What follows belongs to an exercise in optimizing a design on an open flow for small area, a short achievable clock period and few clock cycles per item; a production flow would make more cautious choices.
RTL that was checked went through simulation tests only; none was proved equivalent to the original.
No functional check of the RTL was part of runs 1 to 5.
The clock cells of runs 5 to 8 come from the design's own scripts or RTL, not from TritonCTS.
The clock port is modelled as an ideal driver, which makes a skipped or thinned clock tree look cheaper than it is; a real chip needs a root buffer or a tree.
No activity file was given, so power comes from the tool's default toggle rates.

### flow/config.mk
export PLATFORM = sky130hd
export DESIGN_NAME = AEC
export DESIGN_NICKNAME = AEC
export VERILOG_FILES = /design/flow/design.v
export SDC_FILE = /design/flow/constraint.sdc
export NUM_CORES = 4
export LEC_CHECK = 0
export CAP_MARGIN = 20
export CORE_MARGIN = 2
export CORE_UTILIZATION = 40
export SLEW_MARGIN = 20
### flow/constraint.sdc
create_clock -name core_clock -period 10.0 [get_ports {clk}]
set_input_delay 2.0000 -clock core_clock [delete_from_list [all_inputs] [get_ports {clk}]]
set_output_delay 2.0000 -clock core_clock [all_outputs]
set_load 0.01 [all_outputs]
### flow/design.v
module AEC(clk, rst, ascii_in, ready, valid, result);
input clk;
input rst;
input ready;
input [7:0] ascii_in;
output valid;
output [6:0] result;
localparam [3:0] OP_NOP  = 4'b0000;     
localparam [3:0] OP_EQ   = 4'b0010;
localparam [3:0] OP_LP   = 4'b0001;     
localparam [3:0] OP_LPT  = 4'b0011;     
localparam [3:0] OP_RP   = 4'b0100;
localparam [3:0] OP_MUL  = 4'b0110;
localparam [3:0] OP_ADD  = 4'b1000;
localparam [3:0] OP_SUB  = 4'b1001;
reg       c_dig;
reg [3:0] c_v;
wire is_eq  = ~c_dig & (c_v == OP_EQ);
wire is_lp  = ~c_dig & ~c_v[3] & c_v[0];
wire is_lpt = ~c_dig & ~c_v[3] & c_v[1] & c_v[0];
wire is_rp  = ~c_dig & (c_v == OP_RP);
wire is_as  = ~c_dig & c_v[3];
wire is_sub = ~c_dig & c_v[3] & c_v[0];
wire is_open = ~c_dig & ~c_v[3] & ~c_v[2] & (c_v[0] | ~c_v[1]);   
wire a_grp = ~ascii_in[6] & ~ascii_in[4];           
wire a_num = ~ascii_in[6] &  ascii_in[4] & ~(ascii_in[3] & ascii_in[2]);
wire a_eq  = ~ascii_in[6] &  ascii_in[4] &   ascii_in[3] & ascii_in[2];
wire a_dig = ascii_in[6] | a_num;
wire [3:0] a_val = ascii_in[6] ? ascii_in[3:0] + 4'd9 : ascii_in[3:0];
reg  [3:0] a_op;
always @* begin
    case (ascii_in[2:0])
        3'b000:  a_op = is_open ? OP_LPT : OP_LP;
        3'b001:  a_op = OP_RP;
        3'b010:  a_op = OP_MUL;
        3'b011:  a_op = OP_ADD;
        default: a_op = OP_SUB;
    endcase
    if (!a_grp)
        a_op = a_eq ? OP_EQ : OP_NOP;
end
reg       out_v;
always @(posedge clk) begin
    if (rst || is_eq || out_v) begin
        c_dig <= 1'b0;
        c_v   <= OP_NOP;
    end else begin
        c_dig <= a_dig;
        c_v   <= a_dig ? a_val : a_op;
    end
end
reg [6:0] S, M;
reg [6:0] mark;                  
reg [1:0] sp;                    
reg [6:0] DS0, DS1, DS2;         
reg [6:0] DK1, DK2;
reg [6:0] K;
wire [6:0] ctxK = (sp == 2'd1) ? 7'd1 : (sp == 2'd2) ? DK1 : DK2;
wire [6:0] ctxS = (sp == 2'd1) ? DS0 : (sp == 2'd2) ? DS1 : DS2;
wire [6:0] sum  = S + M;
wire [6:0] pp0 = c_v[0] ? M : 7'd0;
wire [6:0] pp1 = c_v[1] ? {M[5:0], 1'b0} : 7'd0;
wire [6:0] pp2 = c_v[2] ? {M[4:0], 2'b0} : 7'd0;
wire [6:0] pp3 = c_v[3] ? {M[3:0], 3'b0} : 7'd0;
wire [6:0] prod = (pp0 + pp1) + (pp2 + pp3);
wire push = is_lp & ~is_lpt;
wire pop  = is_rp & ~mark[0];
always @(posedge clk) begin
    if (rst || out_v) begin
        S <= 7'd0;
        M <= 7'd1;
        K <= 7'd1;
        sp <= 2'd0;
    end else begin
        if (c_dig)
            M <= prod;
        if (is_eq)
            S <= sum;
        if (is_as) begin
            S <= sum;
            M <= is_sub ? -K : K;
        end
        if (push) begin
            S <= 7'd0;
            K <= M;
            sp <= sp + 2'd1;
        end
        if (is_rp) begin
            S <= pop ? ctxS : 7'd0;
            M <= sum;
        end
        if (pop) begin
            sp <= sp - 2'd1;
            K <= ctxK;
        end
    end
end
always @(posedge clk) begin
    if (is_lp)
        mark <= {mark[5:0], is_lpt};
    else if (is_rp)
        mark <= {1'b0, mark[6:1]};
end
always @(posedge clk) begin
    if (push) begin
        if (sp == 2'd0) DS0 <= S;
        if (sp == 2'd1) begin DS1 <= S; DK1 <= K; end
        if (sp == 2'd2) begin DS2 <= S; DK2 <= K; end
    end
end
always @(posedge clk)
    out_v <= is_eq & ~rst;
assign valid = out_v;
assign result = S;
endmodule
### flow/flow/run.sh
#!/bin/bash
# Standard ORFS layout, with:
#  - synthesis leaving adders to ABC instead of mapping them onto the
#    library's full/half-adder cells (faster logic; same registers),
#  - ports buffered with buf_4 cells,
#  - a tighter setup target for repair_timing.
# Clock period and SDC are unchanged.
set -euo pipefail
MARGIN=${MARGIN:-7}
bash standard.sh SETUP_SLACK_MARGIN=$MARGIN ADDER_MAP_FILE= \
  "BUFFER_PORTS_ARGS=-buffer_cell sky130_fd_sc_hd__buf_4" finish > std_flow.log 2>&1
### flow/standard.sh
#!/bin/bash
# synth_recipe.tcl (not shown) runs the flow's synth.tcl, then flattens the netlist and writes it again
# the make line also repeats each setting of config.mk as NAME=value (left out here)
make -C /OpenROAD-flow-scripts/flow DESIGN_CONFIG=/design/flow/config.mk WORK_HOME=/design/flow/orfs CLKGATE_MAP_FILE= SYNTH_SCRIPT=/design/flow/synth_recipe.tcl "${@:-finish}"
==> results of run 1 <==
==> metal layers <==
metal | share of wire | wire (microns)
met1 | 0.47 | 4475
met2 | 0.46 | 4447
met3 | 0.057 | 542
met4 | 0.012 | 119
met5 | 0 | 0
==> metrics by stage <==
step	power (mW)	utilization	area [sq um]
2_1_floorplan	0.5310	-	4110
3_3_place_gp	0.5742	0.4297	4239
3_5_place_dp	0.5784	0.4297	4239
4_1_cts	0.8049	0.4499	4438
5_1_grt	0.8465	0.4522	4461
6_report	0.8039	0.4522	4461
==> layout by cell type, fill, tap and decap left out, types with 5 or more instances in the layout <==
cell and instances:
a211oi_1 19, edfxtp_1 42, nand3_1 9, clkbuf_8 9, buf_4 17, nor3_1 5, inv_1 7, or2_2 5
xor2_1 13, o21ai_0 35, mux2_2 8, dfxtp_1 18, a21oi_1 19, a31oi_1 9, mux2i_1 6, xnor2_1 28
o31ai_1 5, nand2_1 51, dfxtp_2 9, nor2_1 36
==> layout make-up <==
cell class,instances,area share
flip-flops and latches,71,0.4171
well taps,133,0.03731
repair buffers,17,0.02861
multi-input cells,316,0.4690
inverters,7,0.005891
clock inverters,7,0.01431
clock buffers,9,0.02777
==> flip-flops by register name (all words and copies together) (netlist names), 2 cells and up <==
register and flops:
DK1 7, DK2 7, DS0 7, DS1 7, DS2 7, K 7
M 7, S 7, mark 7, c_v 4, sp 2
==> cell families after synthesis <==
group           count (synthesis)  synth area share
flops                          71            0.4486
mux                            15           0.04206
simple gates                  137            0.1655
compound gates                116            0.1865
xor+xnor                       44            0.1009
buf+inv                        37           0.04663
fa+ha+maj                       4          0.009754
==> where the power goes <==
group / total, mW / internal [mW] / switching (mW)
clock: 0.227 / 0.113 / 0.114
combinational: 0.180 / 0.0823 / 0.0975
sequential: 0.398 / 0.342 / 0.0554
total: 0.804 / 0.537 / 0.266
==> Yosys cell counts, types with 3 or more instances <==
cell type,instances
maj3_1,4
a41oi_1,3
nor3_1,6
xnor2_1,28
nor3_4,3
o221ai_1,3
nor2_1,38
dfxtp_1,29
a211oi_1,19
o31ai_1,5
mux2i_1,6
a21oi_1,19
o21ai_0,35
buf_6,5
clkbuf_1,16
nand2_1,51
and2_1,3
or2_2,5
nor2b_1,4
buf_2,6
xor2_1,13
nand3_1,9
a22oi_1,4
mux2_2,8
inv_1,7
edfxtp_1,42
a31oi_1,9
==> final timing paths <==
kind                            cells past startpoint        end
worst max-delay path                                1  result[0]
worst min-delay path                                0     DS1[6]
worst max register to register                      6       S[1]
worst min register to register                      0     DS1[6]
==> timing repair <==
| item | in CTS | in global routing |
|---|---|---|
| endpoints found under the setup margin | 22 | 38 |
| gates resized for setup | 8 | 9 |
| hold buffers | 0 | 0 |
| cloned | 0 | 0 |
==> flow_metrics.py, run 1 <==
metrics = {
    "timing": {
        "finalSetupTns_ns": 0,
        "hold_violations": 0,
        "worstMarginPinSlew_ns": 0.8405,
        "relSlewSlack": 0.4376,
        "fin_crit_ns": 2.941,
        "setup_viol": 0,
        "slew_violations": 0,
        "fmax_ghz": 0.3400,
        "whs_ns": 0.5197,
        "grt_setup_unrepaired": "no",
        "final.setup.worst_slack_ns": 7.059,
        "skew_ns": 0.01155,
        "period_share": 0.2941,
    },
    "power_and_ir_drop": {
        "leakage_nw": 1.549,
        "ir_drop_mv": 0.07044,
        "power_density_nw_per_um2": 180.2,
    },
    "die": {
        "start_util": 0.4162,
        "pin_count": 19,
        "dieArea_sq_um": 11090,
        "die_w_microns": 105.3,
        "core_sq_um": 9864,
        "rows": 36,
        "die_y_microns": 105.3,
    },
    "routing": {
        "drcViolationCount": 0,
        "drtIter0Drc": 208,
        "ant_nets": 0,
        "wire_per_inst_microns": 17.12,
        "dr.pass1.iters": 6,
        "vias": 3136,
        "viasPerCell": 5.600,
        "totalWireLength_mm": 9.585,
    },
    "global_routing": {
        "antenna_found_initial": 0,
        "grt_max_degree": 26,
        "globalRouteMet3Util": 0.05257,
        "grt_first_pass_wirelength_mm": 15.95,
        "gr-usage-met2": 0.2816,
        "grt.busiest_layer": "met2",
        "grt_use_met1": 0.2484,
        "grt_pass1_vias": 3023,
        "grt-ovfl-total": 0,
        "track_usage": 0.1833,
    },
    "clock_tree": {
        "htreeDepth": 3,
        "cts_buffer_depth": 2,
        "clk_pin_slew_ns": 0.08,
        "cts_tree": "built",
        "cts_root_buf": "clkbuf_8",
        "insertion_delay_ns": 0.35,
        "clock-sinks": 71,
        "cts_buffers": 9,
        "post-cts-setup-buffer-count": 0,
    },
    "synth": {
        "async_reset_ff_frac": 0,
        "synth_area_leaders": "edfxtp_1 31%, dfxtp_1 14%, xnor2_1 6.0%",
        "synth_edf_count": 42,
        "yosysSeqAreaShare": 0.4486,
        "syn_avg_cell_area_sq_um": 9.682,
        "syn_area_sq_um": 4105,
        "yosysTopAreaCell": "edfxtp_1",
        "ys_ff_latch": 71,
        "synth_top_area_share": 0.3072,
        "synth_flop_cell": "edfxtp_1",
        "synth.distinct_cells": 62,
        "yosysWarnings": 1,
        "syn_nets": 435,
        "netlist_instances": 424,
    },
    "setup_path": {
        "cp_max_fo": 9,
        "cp_top_family": "flip-flops",
        "arrival_ns": 0.94,
        "path_cells": "buf_4",
        "rr_startpoint": "c_v[2]",
        "worstSetupStartpoint": "S[0]",
        "cp.required_ns": 8.00,
        "slowest_stage": "dfxtp_2",
        "slowest_delay_ns": 0.43,
        "cp-start-kind": "register",
        "reg2reg_slack_ns": 7.19,
        "crit_buf_inv": 1,
        "crit_type": "reg -> out",
        "endpoint_kind": "output port",
    },
    "finish": {
        "instances_no_fill": 560,
        "seqCellArea_sq_um": 1861,
        "drive_above_1_share": 0.1733,
        "syn_to_final_growth_pct": 8.656,
        "multi_input_area_sq_um": 2092,
        "fill_cells": 928,
        "fin_nets": 433,
        "diodes": 0,
    },
    "run_status": {
        "status": "timing/DRC/antenna clean",
    },
    "place": {
        "dp.cells": 544,
        "routabilityCongestion": 0.8403,
        "pre_cts_ws_ns": 6.303,
        "dp_hpwl_mm": 6.333,
        "io_buffer_count": 15,
    },
    "min_path": {
        "min_path_type": "reg -> reg",
        "min_from": "S[6]",
    },
    "flow_run": {
        "cap_violations": 0,
    },
}
==> run 2: changes to the inputs <==
--- a/flow/flow/run.sh
+++ b/flow/flow/run.sh
@@ -9,3 +9,3 @@
 MARGIN=${MARGIN:-7}
-bash standard.sh SETUP_SLACK_MARGIN=$MARGIN ADDER_MAP_FILE= \
+bash standard.sh SETUP_SLACK_MARGIN=$MARGIN ADDER_MAP_FILE= ABC_AREA=1 \
   "BUFFER_PORTS_ARGS=-buffer_cell sky130_fd_sc_hd__buf_4" finish > std_flow.log 2>&1
==> flow_metrics.py, run 2 <==
metrics = {
    "synth": {
        "synth_edf_count": 42,
        "syn_avg_cell_area_sq_um": 7.895,
        "syn_nets": 502,
        "yosysSeqAreaShare": 0.4751,
        "ys_ff_latch": 71,
        "ys_top_cells_by_count": "141 x nand2_1, 55 x inv_1, 42 x edfxtp_1",
        "synth_flop_cell": "edfxtp_1",
        "synth_top_area_share": 0.3254,
        "netlist_instances": 491,
        "yosysWarnings": 1,
        "synth_area_leaders": "edfxtp_1 33%, dfxtp_1 15%, nand2_1 14%",
        "yosysTopAreaCell": "edfxtp_1",
        "yosysMostFrequentCell": "nand2_1",
        "async_reset_ff_frac": 0,
        "syn_area_sq_um": 3876,
        "synth.distinct_cells": 44,
    },
    "power_and_ir_drop": {
        "power_density_nw_per_um2": 188.5,
        "leakage_nw": 1.920,
        "ir_drop_mv": 0.07743,
    },
    "die": {
        "start_util": 0.4156,
        "dieArea_sq_um": 10490,
        "rows": 35,
        "die_y_microns": 102.4,
        "die_w_microns": 102.4,
        "core_sq_um": 9328,
        "pin_count": 19,
    },
    "routing": {
        "viasPerCell": 5.047,
        "vias": 3240,
        "drtIter0Drc": 172,
        "totalWireLength_mm": 8.646,
        "ant_nets": 0,
        "drcViolationCount": 0,
        "wire_per_inst_microns": 13.47,
        "dr.pass1.iters": 5,
    },
    "timing": {
        "slew_violations": 0,
        "grt_setup_unrepaired": "no",
        "finalSetupTns_ns": 0,
        "fin_crit_ns": 2.919,
        "relSlewSlack": 0.2934,
        "skew_ns": 0.01037,
        "hold_violations": 0,
        "fmax_ghz": 0.3426,
        "worstMarginPinSlew_ns": 1.056,
        "period_share": 0.2919,
        "setup_viol": 0,
    },
    "global_routing": {
        "grt-ovfl-total": 0,
        "track_usage": 0.1762,
        "antenna_found_initial": 0,
        "grt_first_pass_wirelength_mm": 14.22,
        "grt_max_degree": 21,
        "grt_pass1_vias": 2987,
    },
    "place": {
        "dp_hpwl_mm": 6.232,
        "routabilityCongestion": 0.8119,
        "placed_cell_area_sq_um": 4100,
        "io_buffer_count": 15,
    },
    "setup_path": {
        "cp.required_ns": 8.00,
        "worstSetupStartpoint": "S[1]",
        "crit_type": "reg -> out",
        "endpoint_kind": "output port",
        "slowest_delay_ns": 0.42,
        "rr_startpoint": "c_v[3]",
        "cp-start-kind": "register",
        "slowest_stage": "dfxtp_1",
        "cp_max_fo": 6,
        "cp_top_family": "flip-flops",
        "path_cells": "buf_4",
        "crit_buf_inv": 1,
        "arrival_ns": 0.92,
    },
    "finish": {
        "fin_nets": 519,
        "fill_cells": 932,
        "diodes": 0,
        "syn_to_final_growth_pct": 13.01,
        "final_common_cell": "nand2_1",
        "layout_common_cells": "141 x nand2_1, 54 x inv_1, 42 x edfxtp_1, 38 x nand3_1, 36 x o21ai_0",
        "post-route-cell-area_sq_um": 4380,
        "drive_above_1_share": 0.1267,
    },
    "clock_tree": {
        "htreeDepth": 3,
        "clk_pin_slew_ns": 0.08,
        "cts_tree": "built",
        "insertion_delay_ns": 0.35,
        "cts_root_buf": "clkbuf_8",
        "hold_buffers": 0,
        "clock-sinks": 71,
        "cts_buffers": 9,
        "cts_buffer_depth": 2,
    },
    "min_path": {
        "min_path_type": "reg -> reg",
        "min_from": "S[2]",
    },
    "flow_run": {
        "cap_violations": 0,
    },
    "run_status": {
        "status": "timing/DRC/antenna clean",
    },
}
## run 2: area by class of cell
class,instances,area [sq um],area share
Sequential cell,71,1848,0.4219
Multi-Input combinational cell,347,1749,0.3993
Inverter,58,221.5,0.05056
Timing Repair Buffer,21,161.4,0.03685
Tap cell,129,161.4,0.03685
Clock buffer,11,131.4,0.02999
Clock inverter,5,107.6,0.02456
## run 2: worst paths after layout
path                    end  slack (ns)  cells past startpoint
hold / removal       DS1[2]        0.50                      0
setup reg to reg       M[5]        7.31                     12
hold reg to reg      DS1[2]        0.50                      0
setup / recovery  result[1]        7.08                      1
## run 2: repair_timing
| item | 4_1_cts | 5_1_grt |
|---|---|---|
| endpoints found under the setup margin | 4 | 7 |
| gates resized for setup | 3 | 6 |
| buffers inserted | 0 | 2 |
| hold endpoints to repair | 0 | 0 |
## run 2: per-layer routing
| layer | part of all wire | wire [microns] | track usage | up-vias |
|---|---|---|---|---|
| li1 | - | - | - | 1673 |
| met1 | 0.48 | 4181 | 0.2335 | 1490 |
| met2 | 0.46 | 3935 | 0.2886 | 67 |
| met3 | 0.050 | 433 | 0.03488 | 10 |
| met4 | 0.011 | 95 | 0.05949 | 0 |
| met5 | 0 | 0 | 0 | - |
## run 2: logic make-up (layout without fill, tap and decap cells)
| logic type | count (synthesis) | count (layout) | synth area share |
|---|---|---|---|
| AO/OA/AOI/OAI | 92 | 92 | 0.1372 |
| flip-flops | 71 | 71 | 0.4751 |
| buffers and inverters | 73 | 95 | 0.07811 |
| AND/OR/NAND/NOR | 235 | 235 | 0.2644 |
| XOR/XNOR | 20 | 20 | 0.04519 |
## run 2: through the flow
stage | cells | total power [mW] | setup slack [ns] | hold WS [ns] | util
global route | 642 | 0.8680 | 7.003 | 0.5346 | 0.4696
CTS | 640 | 0.8257 | 7.009 | 0.4932 | 0.4657
finish | 642 | 0.8255 | 7.081 | 0.5033 | 0.4696
global placement | 624 | 0.5479 | 6.639 | 0.4625 | 0.4396
detailed placement | 624 | 0.5530 | 6.611 | 0.4815 | 0.4396
floorplan | 491 | 0.4998 | 7.206 | 0.4438 | -
## run 2: power breakdown
| group | switching, mW | leakage [nW] | internal (mW) | total (mW) |
|---|---|---|---|---|
| logic | 0.107 | 1.19 | 0.0629 | 0.170 |
| registers | 0.0377 | 0.614 | 0.342 | 0.380 |
| clock network | 0.108 | 0.118 | 0.167 | 0.275 |
| total | 0.253 | 1.92 | 0.572 | 0.826 |
==> run 3: changes to the inputs <==
==> flow/flow/run.sh (replaced) <==
#!/bin/bash
# Standard ORFS layout, with:
#  - synthesis leaving adders to ABC (area script) instead of mapping them
#    onto the library's full/half-adder cells; same registers,
#  - ports buffered with buf_4 cells,
#  - a tighter setup target for repair_timing.
# Clock period and SDC are unchanged.
set -euo pipefail
bash standard.sh SETUP_SLACK_MARGIN=7 ADDER_MAP_FILE= ABC_AREA=1 CTS_BUF_LIST=sky130_fd_sc_hd__clkbuf_16 CTS_CLUSTER_SIZE=100 CTS_CLUSTER_DIAMETER=500 \
  "BUFFER_PORTS_ARGS=-buffer_cell sky130_fd_sc_hd__buf_4" finish > std_flow.log 2>&1
==> flow_metrics.py, run 3 <==
metrics = {
    "run_status": {
        "status": "timing/DRC/antenna clean",
    },
    "power_and_ir_drop": {
        "p_clk_frac": 0.396,
        "power.switching_fraction": 0.2887,
        "power.switching_mw": 0.2630,
        "leakage_nw": 1.975,
        "ir_drop_mv": 0.1147,
        "power_density_nw_per_um2": 203.4,
        "p_comb_frac": 0.187,
        "p_seq_frac": 0.417,
        "internal-power_mw": 0.6480,
        "power.total_mw": 0.9110,
    },
    "setup_path": {
        "rr_startpoint": "c_v[3]",
        "slowest_stage": "dfxtp_1",
        "worstSetupStartpoint": "S[2]",
        "reg2reg_slack_ns": 7.30,
        "cp-start-kind": "register",
        "r2r-end": "M[5]",
        "cp_max_fo": 7,
        "path_cells": "buf_4",
        "endpoint_kind": "output port",
        "crit_cells": 1,
        "crit_buf_inv": 1,
        "r2r_cells": 12,
        "crit_type": "reg -> out",
        "cp.required_ns": 8.00,
        "slowest_delay_ns": 0.44,
        "cp_top_family": "flip-flops",
        "arrival_ns": 0.94,
    },
    "die": {
        "die_y_microns": 102.4,
        "pin_count": 19,
        "dieArea_sq_um": 10490,
        "start_util": 0.4156,
        "core_sq_um": 9328,
        "die_w_microns": 102.4,
        "rows": 35,
    },
    "synth": {
        "synth.distinct_cells": 44,
        "netlist_instances": 491,
        "yosysTopAreaCell": "edfxtp_1",
        "syn_nets": 502,
        "async_reset_ff_frac": 0,
        "yosysMostFrequentCell": "nand2_1",
        "synth_edf_count": 42,
        "yosysSeqAreaShare": 0.4751,
        "syn_avg_cell_area_sq_um": 7.895,
        "yosysWarnings": 1,
        "syn_area_sq_um": 3876,
        "ys_ff_latch": 71,
        "synth_flop_cell": "edfxtp_1",
        "synth_area_leaders": "edfxtp_1 33%, dfxtp_1 15%, nand2_1 14%",
        "synth_top_area_share": 0.3254,
        "ys_top_cells_by_count": "141 x nand2_1, 55 x inv_1, 42 x edfxtp_1",
    },
    "timing": {
        "period_share": 0.2935,
        "setup_viol": 0,
        "fin_crit_ns": 2.935,
        "slew_violations": 0,
        "relSlewSlack": 0.3007,
        "hold_violations": 0,
        "skew_ns": 0.009174,
        "grt_setup_unrepaired": "yes",
        "worstMarginPinSlew_ns": 1.045,
        "finalSetupTns_ns": 0,
        "fmax_ghz": 0.3407,
    },
    "place": {
        "io_buffer_count": 15,
        "dp_hpwl_mm": 6.232,
        "routabilityCongestion": 0.8119,
    },
    "min_path": {
        "min_path_type": "reg -> reg",
        "hold_path_end": "sp[0]",
        "holdPathStages": 1,
        "min_from": "sp[0]",
    },
    "clock_tree": {
        "cts_root_buf": "clkbuf_16",
        "cts_tree": "built",
        "htreeDepth": 3,
        "cts_buffers": 9,
        "clock-sinks": 71,
        "cts_buffer_depth": 2,
        "clk_pin_slew_ns": 0.05,
        "insertion_delay_ns": 0.33,
    },
    "global_routing": {
        "grt_max_degree": 21,
        "track_usage": 0.1769,
        "grt_pass1_vias": 3023,
        "antenna_found_initial": 0,
        "grt-ovfl-total": 0,
        "grt_first_pass_wirelength_mm": 14.41,
    },
    "finish": {
        "syn_to_final_growth_pct": 15.56,
        "fin_nets": 520,
        "diodes": 0,
        "seqCellArea_sq_um": 1846,
        "fill_cells": 917,
        "final_common_cell": "nand2_1",
        "layout_common_cells": "141 x nand2_1, 56 x inv_1, 42 x edfxtp_1, 38 x nand3_1, 36 x o21ai_0",
        "drive_above_1_share": 0.1226,
        "multi_input_area_sq_um": 1744,
    },
    "routing": {
        "wire_per_inst_microns": 13.53,
        "drtIter0Drc": 180,
        "ant_nets": 0,
        "viasPerCell": 5.034,
        "drcViolationCount": 0,
        "dr.pass1.iters": 5,
        "totalWireLength_mm": 8.697,
        "vias": 3237,
    },
    "flow_run": {
        "cap_violations": 0,
    },
}
## run 3: logic make-up after synthesis
logic type	after synthesis	share of synthesized area
compound gates	92	0.1372
xor+xnor	20	0.04519
buf+inv	73	0.07811
flops	71	0.4751
simple gates	235	0.2644
## run 3: area by class of cell
class,instances,share of cell area
clock inverters,7,0.02570
multi-input cells,347,0.3894
flip-flops and latches,71,0.4120
clock buffers,9,0.05028
repair buffers,22,0.03715
inverters,58,0.04944
well taps,129,0.03603
## run 3: power by group through the flow
stage | clock network, mW | logic [mW] | registers (mW)
floorplan | 0 | 0.131 | 0.369
global placement | 0 | 0.164 | 0.384
detailed placement | 0 | 0.167 | 0.386
CTS | 0.364 | 0.169 | 0.380
global route | 0.374 | 0.196 | 0.385
finish | 0.361 | 0.170 | 0.380
## run 3: worst max path at each step
stage	to
floorplan	M[6]
global placement	c_v[2]
detailed placement	c_v[2]
CTS	result[3]
global route	c_v[2]
finish	result[2]
## run 3: per-layer routing
metal | vias to the layer above | GRT usage | wire, microns
li1 | 1684 | - | -
met1 | 1468 | 0.2338 | 4215
met2 | 73 | 0.2956 | 3978
met3 | 12 | 0.02804 | 364
met4 | 0 | 0.05949 | 138
met5 | - | 0 | 0
## run 3: what timing repair did
| item | CTS | global route |
|---|---|---|
| buffers inserted | 0 | 2 |
| hold buffers | 0 | 0 |
| setup endpoints to repair | 3 | 7 |
| resized for setup | 1 | 6 |
| pin swaps | 0 | 0 |
## run 3: stage by stage
stage	instance area (sq um)	hold WS (ns)	util	setup WS [ns]	cells
floorplan	3876	0.4438	-	7.206	491
global placement	4100	0.4625	0.4396	6.639	624
detailed placement	4100	0.4815	0.4396	6.611	624
CTS	4443	0.4997	0.4763	7.011	640
global route	4479	0.5287	0.4802	6.991	643
finish	4479	0.4999	0.4802	7.065	643
==> run 4: changes to the inputs <==
--- a/flow/flow/run.sh
+++ b/flow/flow/run.sh
@@ -8,3 +8,3 @@
 set -euo pipefail
-bash standard.sh SETUP_SLACK_MARGIN=7 ADDER_MAP_FILE= ABC_AREA=1 CTS_BUF_LIST=sky130_fd_sc_hd__clkbuf_16 CTS_CLUSTER_SIZE=100 CTS_CLUSTER_DIAMETER=500 \
+bash standard.sh SETUP_SLACK_MARGIN=7.3 ADDER_MAP_FILE= ABC_AREA=1  \
   "BUFFER_PORTS_ARGS=-buffer_cell sky130_fd_sc_hd__buf_4" finish > std_flow.log 2>&1
==> flow_metrics.py, run 4 <==
metrics = {
    "run_status": {
        "status": "timing/DRC/antenna clean",
    },
    "setup_path": {
        "slowest_delay_ns": 0.35,
        "endpoint_kind": "output port",
        "arrival_ns": 0.81,
        "crit_buf_inv": 1,
        "cp_top_family": "flip-flops",
        "path_cells": "buf_6",
        "crit_cells": 1,
        "slowest_stage": "dfxtp_4",
        "cp_max_fo": 2,
        "crit_type": "reg -> out",
        "cp.required_ns": 8.00,
        "r2r_cells": 12,
        "cp-start-kind": "register",
    },
    "flow_run": {
        "cap_violations": 0,
    },
    "synth": {
        "netlist_instances": 491,
        "ys_ff_latch": 71,
        "yosysSeqAreaShare": 0.4751,
        "ys_top_cells_by_count": "141 x nand2_1, 55 x inv_1, 42 x edfxtp_1",
        "async_reset_ff_frac": 0,
        "synth.distinct_cells": 44,
        "syn_nets": 502,
        "synth_edf_count": 42,
        "synth_flop_cell": "edfxtp_1",
        "syn_avg_cell_area_sq_um": 7.895,
        "yosysWarnings": 1,
        "syn_area_sq_um": 3876,
        "yosysMostFrequentCell": "nand2_1",
        "synth_top_area_share": 0.3254,
        "yosysTopAreaCell": "edfxtp_1",
        "synth_area_leaders": "edfxtp_1 33%, dfxtp_1 15%, nand2_1 14%",
    },
    "die": {
        "start_util": 0.4156,
        "rows": 35,
        "dieArea_sq_um": 10490,
        "core_sq_um": 9328,
        "die_y_microns": 102.4,
        "pin_count": 19,
        "die_w_microns": 102.4,
    },
    "timing": {
        "finalSetupTns_ns": 0,
        "relSlewSlack": 0.3344,
        "fmax_ghz": 0.3559,
        "period_share": 0.2810,
        "skew_ns": 0.008617,
        "setup_viol": 0,
        "hold_violations": 0,
        "fin_crit_ns": 2.810,
        "worstMarginPinSlew_ns": 0.9947,
        "grt_setup_unrepaired": "yes",
        "slew_violations": 0,
    },
    "min_path": {
        "holdPathStages": 1,
        "min_path_type": "reg -> reg",
    },
    "power_and_ir_drop": {
        "power.switching_fraction": 0.3378,
        "leakage_nw": 1.984,
        "ir_drop_mv": 0.06909,
        "internal-power_mw": 0.5139,
        "p_comb_frac": 0.263,
        "p_seq_frac": 0.483,
        "power.total_mw": 0.7761,
        "p_clk_frac": 0.254,
        "power.switching_mw": 0.2622,
        "power_density_nw_per_um2": 172.8,
    },
    "clock_tree": {
        "insertion_delay_ns": 0.35,
        "cts_buffers": 9,
        "hold_buffers": 0,
        "cts_tree": "built",
        "clk_pin_slew_ns": 0.07,
        "cts_root_buf": "clkbuf_8",
        "clock-sinks": 71,
        "htreeDepth": 3,
        "cts_buffer_depth": 2,
    },
    "place": {
        "dp_hpwl_mm": 6.328,
        "io_buffer_count": 15,
        "routabilityCongestion": 0.8779,
    },
    "finish": {
        "fin_nets": 537,
        "drive_above_1_share": 0.1638,
        "diodes": 0,
        "syn_to_final_growth_pct": 15.88,
        "layout_common_cells": "141 x nand2_1, 54 x inv_1, 42 x edfxtp_1, 38 x nand3_1, 35 x o21ai_0",
        "final_common_cell": "nand2_1",
    },
    "routing": {
        "drtIter0Drc": 149,
        "drcViolationCount": 0,
        "dr.pass1.iters": 7,
        "vias": 3341,
        "viasPerCell": 5.062,
        "wire_per_inst_microns": 14.08,
        "totalWireLength_mm": 9.296,
        "ant_nets": 0,
    },
    "global_routing": {
        "grt-ovfl-total": 0,
        "grt_max_degree": 21,
        "antenna_found_initial": 0,
        "track_usage": 0.1889,
        "grt_first_pass_wirelength_mm": 15.12,
        "grt_pass1_vias": 3208,
    },
}
## run 4: repair_timing
action	CTS	global route
gates resized for setup	25	4
gates cloned	0	1
endpoints found under the setup margin	13	22
pin swaps	0	2
setup buffers	9	10
## run 4: final timing paths
kind / endpoint / slack (ns) / startpoint
worst max-delay path: result[2] / 7.19 / S[2]
worst min-delay path: sp[0] / 0.50 / sp[0]
worst max register to register: M[5] / 7.50 / c_v[3]
worst min register to register: sp[0] / 0.50 / sp[0]
## run 4: power by group through the flow
stage	logic, mW	registers, mW	clock network [mW]
floorplan	0.131	0.369	0
global placement	0.164	0.384	0
detailed placement	0.168	0.386	0
CTS	0.193	0.375	0.202
global route	0.232	0.379	0.215
finish	0.204	0.375	0.197
## run 4: kinds of logic (layout without fill, tap and decap cells)
kind of cell              after synthesis  in the layout  synth area share
and+or+nand+nor                       235            235            0.2644
AOI/OAI and AO/OA                      92             92            0.1372
buffers and inverters                  73            113           0.07811
DFF                                    71             71            0.4751
xor gates and xnor gates               20             20           0.04519
## run 4: metal layers
| layer | track usage | vias up | wire length (microns) |
|---|---|---|---|
| li1 | - | 1709 | - |
| met2 | 0.3132 | 64 | 4476 |
| met4 | 0.07487 | 0 | 165 |
| met1 | 0.2352 | 1552 | 4296 |
| met3 | 0.04856 | 16 | 358 |
| met5 | 0 | - | 0 |
## run 4: layout make-up
cell class	count	area [sq um]
Fill cell	926	4836
Multi-Input combinational cell	347	1760
Tap cell	129	161.4
Clock buffer	11	131.4
Clock inverter	5	26.28
Inverter	58	221.5
Timing Repair Buffer	39	324.1
Sequential cell	71	1867
## run 4: per-stage QoR
stage / utilization / setup WS (ns) / instance area [sq um] / instances / hold slack (ns)
6_report: 0.4816 / 7.190 / 4492 / 660 / 0.5050
5_1_grt: 0.4816 / 7.157 / 4492 / 660 / 0.5287
4_1_cts: 0.4712 / 7.175 / 4395 / 649 / 0.4938
3_5_place_dp: 0.4398 / 6.737 / 4103 / 624 / 0.4849
3_3_place_gp: 0.4398 / 6.749 / 4103 / 624 / 0.4585
2_1_floorplan: - / 7.316 / 3882 / 491 / 0.4438
==> run 5: changes to the inputs <==
==> flow/flow/run.sh (replaced) <==
#!/bin/bash
# Standard ORFS layout, with:
#  - synthesis leaving adders to ABC (area script) instead of mapping them
#    onto the library's full/half-adder cells; same registers,
#  - ports buffered with buf_4 cells,
#  - a tighter setup target for repair_timing,
#  - the clock distributed by flow/cts_hook.tcl (one level of equal
#    buffers) instead of TritonCTS's two-level tree.
# Clock period and SDC are unchanged.
set -euo pipefail
bash standard.sh SETUP_SLACK_MARGIN=${MARGIN:-7.3} ADDER_MAP_FILE= ABC_AREA=1 \
  PRE_CTS_TCL=$PWD/flow/cts_hook.tcl \
  "BUFFER_PORTS_ARGS=-buffer_cell sky130_fd_sc_hd__buf_4" finish > std_flow.log 2>&1
==> flow/flow/cts_hook.tcl (new file) <==
# Clock distribution in place of TritonCTS's tree, sourced by ORFS's cts.tcl
# as its PRE_CTS_TCL hook. The design has well under a hundred flip-flops,
# for which the H-tree gives two buffer levels; here the clock port drives
# CLKBUF_COUNT buffers of one size directly, each driving one group of
# flip-flops (the sinks sorted by x and cut into groups of equal size), so
# every register sees one buffer of the same kind and a similar load. The
# rest of cts.tcl (placement legalisation, repair_timing) runs as usual.
set cb_count [expr {[info exists ::env(CLKBUF_COUNT)] ? $::env(CLKBUF_COUNT) : 3}]
set cb_cell [expr {[info exists ::env(CLKBUF_CELL)] ? $::env(CLKBUF_CELL) : "sky130_fd_sc_hd__clkbuf_16"}]

set cb_db [ord::get_db]
set cb_block [ord::get_db_block]
set cb_master [$cb_db findMaster $cb_cell]
set cb_port [get_full_name [lindex [get_property [lindex [all_clocks] 0] sources] 0]]
set cb_net [[$cb_block findBTerm $cb_port] getNet]

proc cb_x { it } { return [lindex [[$it getInst] getLocation] 0] }
set cb_sinks [lsort -command {apply {{a b} {expr {[cb_x $a] - [cb_x $b]}}}} [$cb_net getITerms]]
set cb_n [llength $cb_sinks]
puts "clock distribution: $cb_n sinks, $cb_count x $cb_cell"

for {set g 0} {$g < $cb_count} {incr g} {
  set net [odb::dbNet_create $cb_block clknet_g$g]
  $net setSigType CLOCK
  set inst [odb::dbInst_create $cb_block $cb_master clkbuf_g$g]
  set lo [expr {$g * $cb_n / $cb_count}]
  set hi [expr {($g + 1) * $cb_n / $cb_count}]
  set sx 0
  set sy 0
  for {set k $lo} {$k < $hi} {incr k} {
    set it [lindex $cb_sinks $k]
    set loc [[$it getInst] getLocation]
    set sx [expr {$sx + [lindex $loc 0]}]
    set sy [expr {$sy + [lindex $loc 1]}]
    $it disconnect
    $it connect $net
  }
  set cnt [expr {$hi - $lo}]
  $inst setLocation [expr {$sx / $cnt}] [expr {$sy / $cnt}]
  $inst setPlacementStatus PLACED
  [$inst findITerm A] connect $cb_net
  [$inst findITerm X] connect $net
  puts "  clkbuf_g$g drives $cnt sinks"
}

set_propagated_clock [all_clocks]

# cts.tcl calls clock_tree_synthesis next: the clock is already distributed.
rename clock_tree_synthesis orig_clock_tree_synthesis
proc clock_tree_synthesis { args } {
  puts "clock_tree_synthesis skipped: clock distributed by cts_hook.tcl"
}
==> flow_metrics.py, run 5 <==
metrics = {
    "run_status": {
        "status": "timing/DRC/antenna clean",
    },
    "die": {
        "dieArea_sq_um": 10490,
        "core_sq_um": 9328,
        "die_y_microns": 102.4,
        "pin_count": 19,
        "die_w_microns": 102.4,
        "rows": 35,
        "start_util": 0.4156,
    },
    "finish": {
        "fill_cells": 921,
        "final_core_util": 0.4672,
        "drive_above_1_share": 0.1454,
        "seqCellArea_sq_um": 1867,
        "syn_to_final_growth_pct": 12.43,
        "final_common_cell": "nand2_1",
        "layout_common_cells": "139 x nand2_1, 53 x inv_1, 42 x edfxtp_1, 38 x nand3_1, 34 x o21ai_0",
        "multi_input_area_sq_um": 1789,
        "fin_nets": 522,
        "diodes": 0,
    },
    "routing": {
        "ant_nets": 0,
        "viasPerCell": 5.034,
        "totalWireLength_mm": 8.805,
        "drtIter0Drc": 120,
        "wire_per_inst_microns": 13.80,
        "dr.pass1.iters": 4,
        "vias": 3212,
        "drcViolationCount": 0,
    },
    "global_routing": {
        "grt_first_pass_wirelength_mm": 14.68,
        "grt_max_degree": 25,
        "grt_pass1_vias": 3104,
        "track_usage": 0.1730,
        "antenna_found_initial": 0,
        "grt-ovfl-total": 0,
    },
    "setup_path": {
        "rr_startpoint": "c_v[3]",
        "reg2reg_slack_ns": 7.54,
        "cp.required_ns": 10.06,
        "path_cells": "buf_8 -> nor2_4 -> buf_6 -> clkinvlp_4 -> buf_4 -> buf_6 -> a21oi_1 -> nand2_1",
        "crit_type": "in -> reg",
        "cp_top_family": "buffers and inverters",
        "cp-start-kind": "primary input",
        "cpMostUsedCell": "buf_6",
        "arrival_ns": 2.87,
        "endpoint_kind": "register",
        "r2r-end": "M[5]",
        "slowest_delay_ns": 0.15,
        "r2r_cells": 12,
        "slowest_stage": "buf_4",
        "crit_buf_inv": 5,
        "cp_max_fo": 4,
    },
    "synth": {
        "syn_avg_cell_area_sq_um": 7.895,
        "ys_top_cells_by_count": "141 x nand2_1, 55 x inv_1, 42 x edfxtp_1",
        "synth_area_leaders": "edfxtp_1 33%, dfxtp_1 15%, nand2_1 14%",
        "yosysWarnings": 1,
        "synth_edf_count": 42,
        "syn_area_sq_um": 3876,
        "yosysTopAreaCell": "edfxtp_1",
        "synth_flop_cell": "edfxtp_1",
        "syn_nets": 502,
        "yosysMostFrequentCell": "nand2_1",
        "synth.distinct_cells": 44,
        "ys_ff_latch": 71,
        "netlist_instances": 491,
        "synth_top_area_share": 0.3254,
        "yosysSeqAreaShare": 0.4751,
        "async_reset_ff_frac": 0,
    },
    "power_and_ir_drop": {
        "ir_drop_mv": 0.07748,
        "leakage_nw": 1.898,
        "power.total_mw": 0.6929,
        "power_density_nw_per_um2": 159.0,
    },
    "timing": {
        "setup_viol": 0,
        "grt_setup_unrepaired": "yes",
        "finalSetupTns_ns": 0,
        "period_share": 0.2809,
        "fin_crit_ns": 2.809,
        "whs_ns": 0.4722,
        "relSlewSlack": 0.3432,
        "worstMarginPinSlew_ns": 0.9816,
        "hold_violations": 0,
        "slew_violations": 0,
        "fmax_ghz": 0.3560,
        "skew_ns": 0.007034,
        "final.setup.worst_slack_ns": 7.191,
    },
    "min_path": {
        "holdPathStages": 0,
        "hold_path_end": "DS1[3]",
        "min_path_type": "reg -> reg",
        "min_from": "S[3]",
    },
    "place": {
        "dp_hpwl_mm": 6.328,
        "pre_cts_ws_ns": 6.737,
        "routabilityCongestion": 0.8779,
        "io_buffer_count": 15,
    },
    "clock_tree": {
        "clk_pin_slew_ns": 0.09,
        "hold_buffers": 0,
        "insertion_delay_ns": 0.16,
    },
    "flow_run": {
        "cap_violations": 0,
    },
}
run 5: changes by cell type in the layout (fill, tap and decap cells not counted), moves of 2 or more:
cell and delta:
nor2_4 +2, clkbuf_16 +3, buf_4 -3, nand2_1 -2, clkinv_2 -3, nand2_2 +2, clkbuf_1 -2, clkbuf_8 -9
buf_6 -6
run 5: layout make-up:
type,count,share of cell area
Sequential cell,71,0.4284
Tap cell,129,0.03704
Buffer,3,0.01723
Timing Repair Buffer,30,0.05599
Inverter,58,0.05082
Multi-Input combinational cell,347,0.4106
run 5: what timing repair did:
item                                    CTS  global route
resized for setup                        22            14
endpoints found under the setup margin   16            21
pin swaps                                 4             2
gates cloned                              1             0
setup buffers                             5             5
run 5: report_power, final:
| group | switching, mW | internal (mW) | total, mW |
|---|---|---|---|
| combinational | 0.116 | 0.0709 | 0.186 |
| sequential | 0.0350 | 0.344 | 0.379 |
| clock | 0.0725 | 0.0551 | 0.128 |
| total | 0.223 | 0.470 | 0.693 |
run 5: cells by family (layout without fill, tap and decap cells):
kind of cell	Yosys count	in the layout	share of synthesized area
buf+inv	73	91	0.07811
simple gates	235	235	0.2644
compound gates	92	92	0.1372
xor+xnor	20	20	0.04519
flops	71	71	0.4751
run 5: worst reg2reg max path: stages (launching register included):
cell,delay (ns)
dfxtp_1,0.47
inv_1,0.09
nor2_2,0.39
inv_1,0.22
nor2_1,0.24
inv_1,0.08
o21ai_0,0.25
o21ai_0,0.12
a21oi_1,0.20
nor2_1,0.06
o21ai_1,0.08
nand2_1,0.06
a21oi_1,0.13
run 5: metal layers:
metal / GRT usage / wire length, microns
met3: 0.01163 / 304
met2: 0.3167 / 4265
met4: 0.03077 / 99
met1: 0.2263 / 4134
met5: 0 / 0
run 5: how the worst max path moves through the flow:
stage / startpoint / to / depth (start not counted)
after global placement: rst / c_v[2] / 9
final: rst / M[0] / 8
after global routing: rst / c_v[3] / 8
after CTS: rst / c_v[2] / 9
after detailed placement: rst / c_v[2] / 9
after floorplan: rst / M[6] / 5
run 5: stage by stage:
| step | area, sq um | cells |
|---|---|---|
| after global routing | 4358 | 638 |
| after CTS | 4275 | 633 |
| after detailed placement | 4103 | 624 |
| after floorplan | 3882 | 491 |
| final | 4358 | 638 |
| after global placement | 4103 | 624 |
==> run 6: changes to the inputs <==
--- a/flow/design.v
+++ b/flow/design.v
@@ -42,2 +42,3 @@
 reg       out_v;
+reg       clr;
 always @(posedge clk) begin
@@ -68,3 +69,3 @@
 always @(posedge clk) begin
-    if (rst || out_v) begin
+    if (clr) begin
         S <= 7'd0;
@@ -110,4 +111,6 @@
 end
-always @(posedge clk)
+always @(posedge clk) begin
     out_v <= is_eq & ~rst;
+    clr <= is_eq | rst;
+end
 assign valid = out_v;
--- a/flow/flow/run.sh
+++ b/flow/flow/run.sh
@@ -10,3 +10,3 @@
 set -euo pipefail
-bash standard.sh SETUP_SLACK_MARGIN=${MARGIN:-7.3} ADDER_MAP_FILE= ABC_AREA=1 \
+bash standard.sh SETUP_SLACK_MARGIN=${MARGIN:-7.45} ADDER_MAP_FILE= ABC_AREA=1 \
   PRE_CTS_TCL=$PWD/flow/cts_hook.tcl \
==> flow_metrics.py, run 6 <==
metrics = {
    "setup_path": {
        "worstSetupStartpoint": "rst",
        "cp-start-kind": "primary input",
        "slowest_delay_ns": 0.23,
        "r2r-end": "K[1]",
        "cp_max_fo": 3,
        "r2r_cells": 10,
        "path_cells": "buf_6 -> or2_4 -> nor2_4 -> inv_2 -> nor2_4 -> inv_2 -> o32ai_1",
        "reg2reg_slack_ns": 7.74,
        "arrival_ns": 2.75,
        "crit_type": "in -> reg",
        "slowest_stage": "or2_4",
        "rr_startpoint": "c_v[2]",
        "endpoint_kind": "register",
        "cp.required_ns": 10.06,
    },
    "finish": {
        "final_common_cell": "nand2_1",
        "layout_common_cells": "139 x nand2_1, 54 x inv_1, 42 x edfxtp_1, 38 x nand3_1, 35 x o21ai_0",
        "syn_to_final_growth_pct": 14.69,
        "fin_nets": 528,
        "fill_cells": 918,
        "diodes": 0,
        "drive_above_1_share": 0.1534,
        "final_core_util": 0.4775,
        "instances_no_fill": 644,
    },
    "timing": {
        "period_share": 0.2695,
        "relSlewSlack": 0.5435,
        "worstMarginPinSlew_ns": 0.6822,
        "setup_viol": 0,
        "whs_ns": 0.4638,
        "finalSetupTns_ns": 0,
        "hold_violations": 0,
        "fmax_ghz": 0.3710,
        "fin_crit_ns": 2.695,
        "slew_violations": 0,
        "grt_setup_unrepaired": "yes",
        "final.setup.worst_slack_ns": 7.305,
        "skew_ns": 0.01516,
    },
    "die": {
        "pin_count": 19,
        "dieArea_sq_um": 10510,
        "start_util": 0.4164,
        "die_y_microns": 102.5,
        "core_sq_um": 9328,
        "rows": 35,
        "die_w_microns": 102.5,
    },
    "routing": {
        "wire_per_inst_microns": 13.80,
        "dr.pass1.iters": 4,
        "viasPerCell": 5.068,
        "drtIter0Drc": 231,
        "ant_nets": 0,
        "totalWireLength_mm": 8.889,
        "drcViolationCount": 0,
        "vias": 3264,
    },
    "synth": {
        "yosysTopAreaCell": "edfxtp_1",
        "synth_top_area_share": 0.3247,
        "yosysSeqAreaShare": 0.4794,
        "synth_flop_cell": "edfxtp_1",
        "synth_edf_count": 42,
        "post_synth_fa_ha_maj_area_fraction": 0,
        "synth_area_leaders": "edfxtp_1 32%, dfxtp_1 15%, nand2_1 14%",
        "yosysWarnings": 1,
        "synth_top_family_by_area": "simple AND/OR/NAND/NOR gates",
        "syn_area_sq_um": 3884,
        "synth.distinct_cells": 45,
        "async_reset_ff_frac": 0,
        "syn_nets": 505,
        "synth.area.mux_share": 0.002577,
        "syn_avg_cell_area_sq_um": 7.862,
        "ys_ff_latch": 72,
        "synth-compound-area-share": 0.1392,
        "netlist_instances": 494,
        "yosysMostFrequentCell": "nand2_1",
        "synth_xor_area_frac": 0.04510,
        "ys_top_cells_by_count": "140 x nand2_1, 58 x inv_1, 42 x edfxtp_1",
        "synth-simple-area-share": 0.2548,
    },
    "power_and_ir_drop": {
        "p_seq_frac": 0.548,
        "power.switching_fraction": 0.3139,
        "internal-power_mw": 0.4782,
        "p_clk_frac": 0.183,
        "p_comb_frac": 0.269,
        "power.switching_mw": 0.2188,
        "leakage_nw": 1.936,
        "power_density_nw_per_um2": 156.5,
        "ir_drop_mv": 0.1120,
    },
    "global_routing": {
        "grt.busiest_layer": "met2",
        "grt_first_pass_wirelength_mm": 14.63,
        "track_usage": 0.1717,
        "grt_pass1_vias": 3036,
        "grt_use_met1": 0.2276,
        "gr-usage-met2": 0.3203,
        "globalRouteMet3Util": 0.01356,
        "grt_max_degree": 25,
        "grt-ovfl-total": 0,
        "antenna_found_initial": 0,
    },
    "place": {
        "dp.cells": 624,
        "pre_cts_ws_ns": 7.050,
        "dp_hpwl_mm": 6.402,
        "routabilityCongestion": 0.8448,
        "io_buffer_count": 15,
    },
    "min_path": {
        "hold_path_end": "DS2[2]",
        "holdPathStages": 0,
        "min_path_type": "reg -> reg",
        "min_from": "S[2]",
    },
    "run_status": {
        "status": "timing/DRC/antenna clean",
    },
    "flow_run": {
        "cap_violations": 0,
    },
    "clock_tree": {
        "insertion_delay_ns": 0.16,
        "clk_pin_slew_ns": 0.09,
    },
}
==> run 6: worst max path at each step <==
stage                 to  slack, ns  cells past startpoint
2_1_floorplan     c_v[3]       7.26                      6
3_3_place_gp      c_v[3]       7.06                      7
3_5_place_dp      c_v[3]       7.05                      7
4_1_cts        result[4]       7.31                      1
5_1_grt           c_v[0]       7.28                      7
6_report          c_v[3]       7.30                      7
==> run 6: cell type report <==
cell class | instances | area [sq um] | area share
Tap cell | 129 | 161.4 | 0.03624
Timing Repair Buffer | 34 | 312.8 | 0.07022
Sequential cell | 72 | 1891 | 0.4244
Multi-Input combinational cell | 345 | 1782 | 0.4000
Inverter | 61 | 232.7 | 0.05225
Buffer | 3 | 75.07 | 0.01685
==> run 6: routing by layer <==
layer  part of all wire  routed length (microns)  vias up
met5                  0                        0        -
met4             0.0060                       53        0
met3              0.041                      365        4
met2               0.50                     4462       60
met1               0.45                     4008     1516
li1                   -                        -     1684
==> run 6: logic make-up after synthesis <==
group,Yosys count
simple gates,231
buf+inv,77
flops,72
xor+xnor,20
mux,1
compound gates,93
==> run 6: power by group through the flow <==
stage	Clock, mW	Combinational [mW]	Sequential (mW)
finish	0.127	0.188	0.382
global route	0.139	0.212	0.386
floorplan	0	0.128	0.372
CTS	0.128	0.170	0.384
detailed placement	0	0.162	0.390
global placement	0	0.158	0.389
==> run 6: through the flow <==
step | cell area [sq um] | power (mW)
floorplan | 3906 | 0.4998
global placement | 4113 | 0.5471
detailed placement | 4113 | 0.5513
CTS | 4310 | 0.6823
global route | 4454 | 0.7375
finish | 4454 | 0.6970
==> run 6: worst max-delay path, delay by kind of cell <==
family	cells	cell delay, ns
simple gates	3	0.43
compound gates	1	0.10
buf+inv	3	0.21
==> run 6: repair_timing <==
| action | in CTS | in global routing |
|---|---|---|
| endpoints found under the setup margin | 28 | 43 |
| resized for setup | 30 | 13 |
| pin swaps | 8 | 0 |
| cloned | 0 | 0 |
| setup buffers | 5 | 12 |
| hold buffers | 0 | 0 |
Testbench counts of run 6, summed over its fixed seeds: cycles 45,688, items 4,000.
==> run 7: changes to the inputs <==
--- a/flow/flow/run.sh
+++ b/flow/flow/run.sh
@@ -10,3 +10,3 @@
 set -euo pipefail
-bash standard.sh SETUP_SLACK_MARGIN=${MARGIN:-7.45} ADDER_MAP_FILE= ABC_AREA=1 \
+bash standard.sh SETUP_SLACK_MARGIN=${MARGIN:-7.1} ADDER_MAP_FILE= ABC_AREA=1 \
   PRE_CTS_TCL=$PWD/flow/cts_hook.tcl \
==> flow_metrics.py, run 7 <==
metrics = {
    "synth": {
        "syn_nets": 505,
        "synth_top_family_by_area": "simple AND/OR/NAND/NOR gates",
        "yosysMostFrequentCell": "nand2_1",
        "syn_avg_cell_area_sq_um": 7.862,
        "synth.area.mux_share": 0.002577,
        "synth_area_leaders": "edfxtp_1 32%, dfxtp_1 15%, nand2_1 14%",
        "yosysSeqAreaShare": 0.4794,
        "syn_area_sq_um": 3884,
        "post_synth_fa_ha_maj_area_fraction": 0,
        "synth_xor_area_frac": 0.04510,
        "yosysTopAreaCell": "edfxtp_1",
        "synth-simple-area-share": 0.2548,
        "synth_top_area_share": 0.3247,
        "netlist_instances": 494,
        "synth_flop_cell": "edfxtp_1",
        "synth-compound-area-share": 0.1392,
        "ys_ff_latch": 72,
        "async_reset_ff_frac": 0,
        "synth.distinct_cells": 45,
        "ys_top_cells_by_count": "140 x nand2_1, 58 x inv_1, 42 x edfxtp_1",
        "yosysWarnings": 1,
        "synth_edf_count": 42,
    },
    "power_and_ir_drop": {
        "power.switching_mw": 0.2145,
        "power.switching_fraction": 0.3183,
        "internal-power_mw": 0.4594,
        "p_seq_frac": 0.569,
        "p_clk_frac": 0.188,
        "ir_drop_mv": 0.1134,
        "p_comb_frac": 0.243,
        "leakage_nw": 1.829,
        "power_density_nw_per_um2": 160.3,
    },
    "setup_path": {
        "cp.required_ns": 8.00,
        "crit_buf_inv": 1,
        "cp_max_fo": 8,
        "path_cells": "buf_4",
        "rr_startpoint": "c_v[0]",
        "slowest_delay_ns": 0.49,
        "arrival_ns": 0.81,
        "endpoint_kind": "output port",
        "crit_type": "reg -> out",
        "reg2reg_slack_ns": 7.37,
        "cp-start-kind": "register",
        "r2r-end": "DS1[3]",
        "slowest_stage": "dfxtp_1",
        "cp_top_family": "flip-flops",
        "worstSetupStartpoint": "S[0]",
        "r2r_cells": 5,
    },
    "routing": {
        "drtIter0Drc": 214,
        "wire_per_inst_microns": 14.47,
        "vias": 3228,
        "ant_nets": 0,
        "viasPerCell": 5.140,
        "totalWireLength_mm": 9.088,
        "drcViolationCount": 0,
        "dr.pass1.iters": 5,
    },
    "timing": {
        "skew_ns": 0.01721,
        "relSlewSlack": 0.2437,
        "worstMarginPinSlew_ns": 1.130,
        "whs_ns": 0.4962,
        "grt_setup_unrepaired": "no",
        "fin_crit_ns": 2.813,
        "setup_viol": 0,
        "finalSetupTns_ns": 0,
        "period_share": 0.2813,
        "slew_violations": 0,
        "hold_violations": 0,
        "fmax_ghz": 0.3554,
    },
    "die": {
        "start_util": 0.4164,
        "pin_count": 19,
        "die_y_microns": 102.5,
        "die_w_microns": 102.5,
        "core_sq_um": 9328,
        "dieArea_sq_um": 10510,
        "rows": 35,
    },
    "global_routing": {
        "antenna_found_initial": 0,
        "grt_max_degree": 25,
        "grt_pass1_vias": 2938,
        "track_usage": 0.1728,
        "grt-ovfl-total": 0,
        "grt_first_pass_wirelength_mm": 14.51,
    },
    "min_path": {
        "min_path_type": "reg -> reg",
        "holdPathStages": 0,
        "hold_path_end": "DK1[4]",
        "min_from": "K[4]",
    },
    "place": {
        "dp_hpwl_mm": 6.646,
        "routabilityCongestion": 0.8638,
        "io_buffer_count": 15,
        "dp.cells": 624,
    },
    "flow_run": {
        "cap_violations": 0,
    },
    "finish": {
        "final_common_cell": "nand2_1",
        "diodes": 0,
        "layout_common_cells": "140 x nand2_1, 57 x inv_1, 42 x edfxtp_1, 39 x nand3_1, 37 x o21ai_0",
        "instances_no_fill": 628,
        "syn_to_final_growth_pct": 8.215,
        "final_core_util": 0.4506,
        "fin_nets": 512,
        "drive_above_1_share": 0.09018,
    },
    "clock_tree": {
        "insertion_delay_ns": 0.16,
        "hold_buffers": 0,
        "clk_pin_slew_ns": 0.09,
    },
    "run_status": {
        "status": "timing/DRC/antenna clean",
    },
}
run 7: cell counts after synthesis:
No cell type changed its count.
run 7: final cells by class:
| type | count | area (sq um) |
|---|---|---|
| plain buffers | 3 | 75.07 |
| multi-input cells | 345 | 1740 |
| repair buffers | 18 | 135.1 |
| well taps | 129 | 161.4 |
| fillers | 954 | 5125 |
| inverters | 61 | 229.0 |
| flip-flops and latches | 72 | 1862 |
run 7: cells by family (layout without fill, tap and decap cells):
logic type / after synthesis / after routing
and+or+nand+nor: 231 / 231
AOI/OAI and AO/OA: 93 / 93
buffers and inverters: 77 / 82
DFF: 72 / 72
xor gates and xnor gates: 20 / 20
muxes: 1 / 1
run 7: per-layer routing:
metal / wire (microns) / vias to the layer above / GRT usage
met1: 4249 / 1518 / 0.2382
met4: 53 / 0 / 0.01231
met3: 335 / 4 / 0.01085
li1: - / 1649 / -
met5: 0 / - / 0
met2: 4449 / 57 / 0.3127
run 7: power groups by stage:
stage	clock network (mW)	registers [mW]	logic, mW
floorplan	0	0.372	0.127
global placement	0	0.389	0.158
detailed placement	0	0.390	0.162
CTS	0.129	0.383	0.164
global route	0.137	0.388	0.185
finish	0.127	0.383	0.164
run 7: worst max path at each step:
| stage | endpoint | slack, ns | cells past startpoint |
|---|---|---|---|
| 6_report | result[0] | 7.19 | 1 |
| 5_1_grt | result[0] | 7.13 | 1 |
| 4_1_cts | c_v[3] | 7.11 | 7 |
| 3_5_place_dp | c_v[3] | 6.80 | 7 |
| 3_3_place_gp | c_v[0] | 6.88 | 7 |
| 2_1_floorplan | c_v[0] | 7.13 | 6 |
run 7: stage by stage:
stage | area [sq um] | worst slack (ns) | power, mW
after floorplan | 3884 | 7.126 | 0.4983
after global placement | 4100 | 6.879 | 0.5468
after detailed placement | 4100 | 6.800 | 0.5519
after CTS | 4193 | 7.111 | 0.6754
after global routing | 4203 | 7.134 | 0.7103
final | 4203 | 7.187 | 0.6739
run 7: what timing repair did:
| item | in CTS | in global routing |
|---|---|---|
| endpoints found under the setup margin | 3 | 3 |
| pin swaps | 1 | 2 |
| resized for setup | 3 | 3 |
| setup buffers | 1 | 0 |
run 7: worst register-to-register path, cell delays in order (launching register included):
cell and delay (ns):
dfxtp_1 0.65, nand2_1 0.33, nor2_1 0.23, inv_1 0.23
nor3_2 0.57, buf_4 0.32
==> run 8: changes to the inputs <==
--- a/flow/flow/run.sh
+++ b/flow/flow/run.sh
@@ -10,3 +10,3 @@
 set -euo pipefail
-bash standard.sh SETUP_SLACK_MARGIN=${MARGIN:-7.1} ADDER_MAP_FILE= ABC_AREA=1 \
+bash standard.sh SETUP_SLACK_MARGIN=${MARGIN:-7.3} ADDER_MAP_FILE= ABC_AREA=1 CAP_MARGIN=0 SLEW_MARGIN=0 \
   PRE_CTS_TCL=$PWD/flow/cts_hook.tcl \
==> flow_metrics.py, run 8 <==
metrics = {
    "run_status": {
        "status": "timing/DRC/antenna clean",
    },
    "timing": {
        "final.setup.worst_slack_ns": 7.324,
        "fin_crit_ns": 2.676,
        "slew_violations": 0,
        "fmax_ghz": 0.3737,
        "finalSetupTns_ns": 0,
        "worstMarginPinSlew_ns": 0.6851,
        "period_share": 0.2676,
        "hold_violations": 0,
        "setup_viol": 0,
        "relSlewSlack": 0.5416,
        "grt_setup_unrepaired": "yes",
        "skew_ns": 0.01433,
    },
    "global_routing": {
        "antenna_found_initial": 0,
        "track_usage": 0.1692,
        "globalRouteMet3Util": 0.01356,
        "grt-ovfl-total": 0,
        "gr-usage-met2": 0.3127,
        "grt.busiest_layer": "met2",
        "grt_use_met1": 0.2265,
        "grt_pass1_vias": 2973,
        "grt_first_pass_wirelength_mm": 14.43,
        "grt_max_degree": 25,
    },
    "finish": {
        "final_core_util": 0.4594,
        "drive_above_1_share": 0.1240,
        "layout_common_cells": "139 x nand2_1, 55 x inv_1, 42 x edfxtp_1, 39 x nand3_1, 36 x o21ai_0",
        "diodes": 0,
        "fin_nets": 513,
        "fill_cells": 926,
        "final_common_cell": "nand2_1",
        "syn_to_final_growth_pct": 10.34,
    },
    "setup_path": {
        "slowest_stage": "dfxtp_4",
        "crit_buf_inv": 1,
        "cp.required_ns": 8.00,
        "arrival_ns": 0.68,
        "cp_max_fo": 6,
        "crit_type": "reg -> out",
        "endpoint_kind": "output port",
        "path_cells": "buf_4",
        "r2r_cells": 5,
        "crit_cells": 1,
        "cp-start-kind": "register",
        "slowest_delay_ns": 0.37,
        "cp_top_family": "flip-flops",
    },
    "routing": {
        "wire_per_inst_microns": 13.83,
        "dr.pass1.iters": 4,
        "vias": 3201,
        "totalWireLength_mm": 8.700,
        "drcViolationCount": 0,
        "ant_nets": 0,
        "drtIter0Drc": 167,
        "viasPerCell": 5.089,
    },
    "synth": {
        "syn_area_sq_um": 3884,
        "yosysSeqAreaShare": 0.4794,
        "synth_edf_count": 42,
        "synth_area_leaders": "edfxtp_1 32%, dfxtp_1 15%, nand2_1 14%",
        "yosysWarnings": 1,
        "yosysMostFrequentCell": "nand2_1",
        "ys_top_cells_by_count": "140 x nand2_1, 58 x inv_1, 42 x edfxtp_1",
        "synth_flop_cell": "edfxtp_1",
        "async_reset_ff_frac": 0,
        "netlist_instances": 494,
        "syn_avg_cell_area_sq_um": 7.862,
        "yosysTopAreaCell": "edfxtp_1",
        "synth.distinct_cells": 45,
        "synth_top_area_share": 0.3247,
        "ys_ff_latch": 72,
        "syn_nets": 505,
    },
    "place": {
        "io_buffer_count": 15,
        "routabilityCongestion": 0.8448,
        "dp_hpwl_mm": 6.402,
        "pre_cts_ws_ns": 7.050,
    },
    "die": {
        "start_util": 0.4164,
        "dieArea_sq_um": 10510,
        "die_y_microns": 102.5,
        "die_w_microns": 102.5,
        "rows": 35,
        "core_sq_um": 9328,
        "pin_count": 19,
    },
    "clock_tree": {
        "hold_buffers": 0,
        "clk_pin_slew_ns": 0.10,
        "insertion_delay_ns": 0.16,
    },
    "power_and_ir_drop": {
        "power_density_nw_per_um2": 158.3,
        "leakage_nw": 1.846,
        "ir_drop_mv": 0.1117,
    },
    "min_path": {
        "holdPathStages": 0,
        "min_path_type": "reg -> reg",
    },
    "flow_run": {
        "cap_violations": 0,
    },
}
## run 8: cell counts after synthesis
No cell type changed its count.
## run 8: logic make-up (layout without fill, tap and decap cells)
kind of cell	Yosys count	after routing	synth area share
buffers and inverters	77	83	0.07893
DFF	72	72	0.4794
xor gates and xnor gates	20	20	0.04510
AOI/OAI and AO/OA	93	93	0.1392
and+or+nand+nor	231	231	0.2548
muxes	1	1	0.002577
## run 8: metal layers
metal | vias up | wire length (microns)
met2 | 55 | 4285
met4 | 0 | 53
met5 | - | 0
met3 | 4 | 385
li1 | 1657 | -
met1 | 1485 | 3975
## run 8: power breakdown
group          internal, mW  leakage [nW]  switching (mW)
sequential            0.347         0.626          0.0379
combinational        0.0623          1.18           0.105
clock                0.0551        0.0370          0.0718
## run 8: path summary, 6_finish.rpt
kind | start | to | slack, ns
max | S[5] | result[5] | 7.32
min | S[0] | DS1[0] | 0.47
min reg2reg | S[0] | DS1[0] | 0.47
max reg2reg | c_v[0] | DK1[5] | 7.53
## run 8: timing repair
action	CTS	global route
pin swaps	2	5
buffers inserted	0	2
gates cloned	0	0
setup endpoints to repair	17	21
gates resized for setup	11	19
## run 8: cell type report
cell class                      instances  area, sq um  area share
Inverter                               61        232.7     0.05431
Sequential cell                        72         1887      0.4403
Buffer                                  3        75.07     0.01752
Tap cell                              129        161.4     0.03766
Timing Repair Buffer                   19        153.9     0.03591
Multi-Input combinational cell        345         1775      0.4143
## run 8: per-stage QoR
stage               power [mW]  instance area [sq um]  hold WS [ns]  std cells
finish                  0.6785                   4285        0.4723        629
global route            0.7184                   4285        0.4881        629
global placement        0.5471                   4113        0.4550        624
CTS                     0.6759                   4209        0.4979        627
floorplan               0.4998                   3906        0.4438        494
detailed placement      0.5513                   4113        0.4636        624

## static timing again, ports no longer ideal
No port has a modelled driver above. Below, the same layouts with a new extraction and two added sets of constraints. Step 1 (the two cells are an assumption about what drives the block):
set clk [get_ports {clk}]
set_driving_cell -lib_cell sky130_fd_sc_hd__clkbuf_16 $clk
set_driving_cell -lib_cell sky130_fd_sc_hd__buf_2 [delete_from_list [all_inputs] $clk]
Step 2 also shifts input and output timing later by t, the mid clock arrival at the registers, as if the neighbouring blocks saw the same clock. Three values: ideal, step 1, step 2; two values: the first two.
| run | shift t [ns] | slack for setup (ns) | worst hold slack (ns) | worst register clock-pin slew, ns |
|---|---|---|---|---|
| run 1 | 0.381 | 7.059 / 7.027 / 6.952 | 0.520 / 0.520 / 0.520 | 0.08 / 0.08 |
| run 2 | 0.378 | 7.081 / 7.051 / 6.790 | 0.503 / 0.503 / 0.503 | 0.08 / 0.08 |
| run 3 | 0.358 | 7.065 / 7.030 / 6.793 | 0.500 / 0.500 / 0.500 | 0.06 / 0.06 |
| run 4 | 0.377 | 7.190 / 7.156 / 6.934 | 0.505 / 0.505 / 0.505 | 0.08 / 0.08 |
| run 5 | 0.219 | 7.191 / 7.218 / 6.999 | 0.472 / 0.472 / 0.472 | 0.10 / 0.10 |
| run 6 | 0.215 | 7.305 / 7.300 / 7.116 | 0.464 / 0.464 / 0.464 | 0.10 / 0.10 |
| run 7 | 0.219 | 7.187 / 7.123 / 7.018 | 0.496 / 0.496 / 0.496 | 0.10 / 0.10 |
| run 8 | 0.214 | 7.324 / 7.265 / 7.137 | 0.472 / 0.472 / 0.472 | 0.10 / 0.10 |
After both steps every run listed still meets setup and hold. For run 2, which loses most, drivers alone change the setup slack by -0.030 ns; drivers and shift together by -0.291 ns.
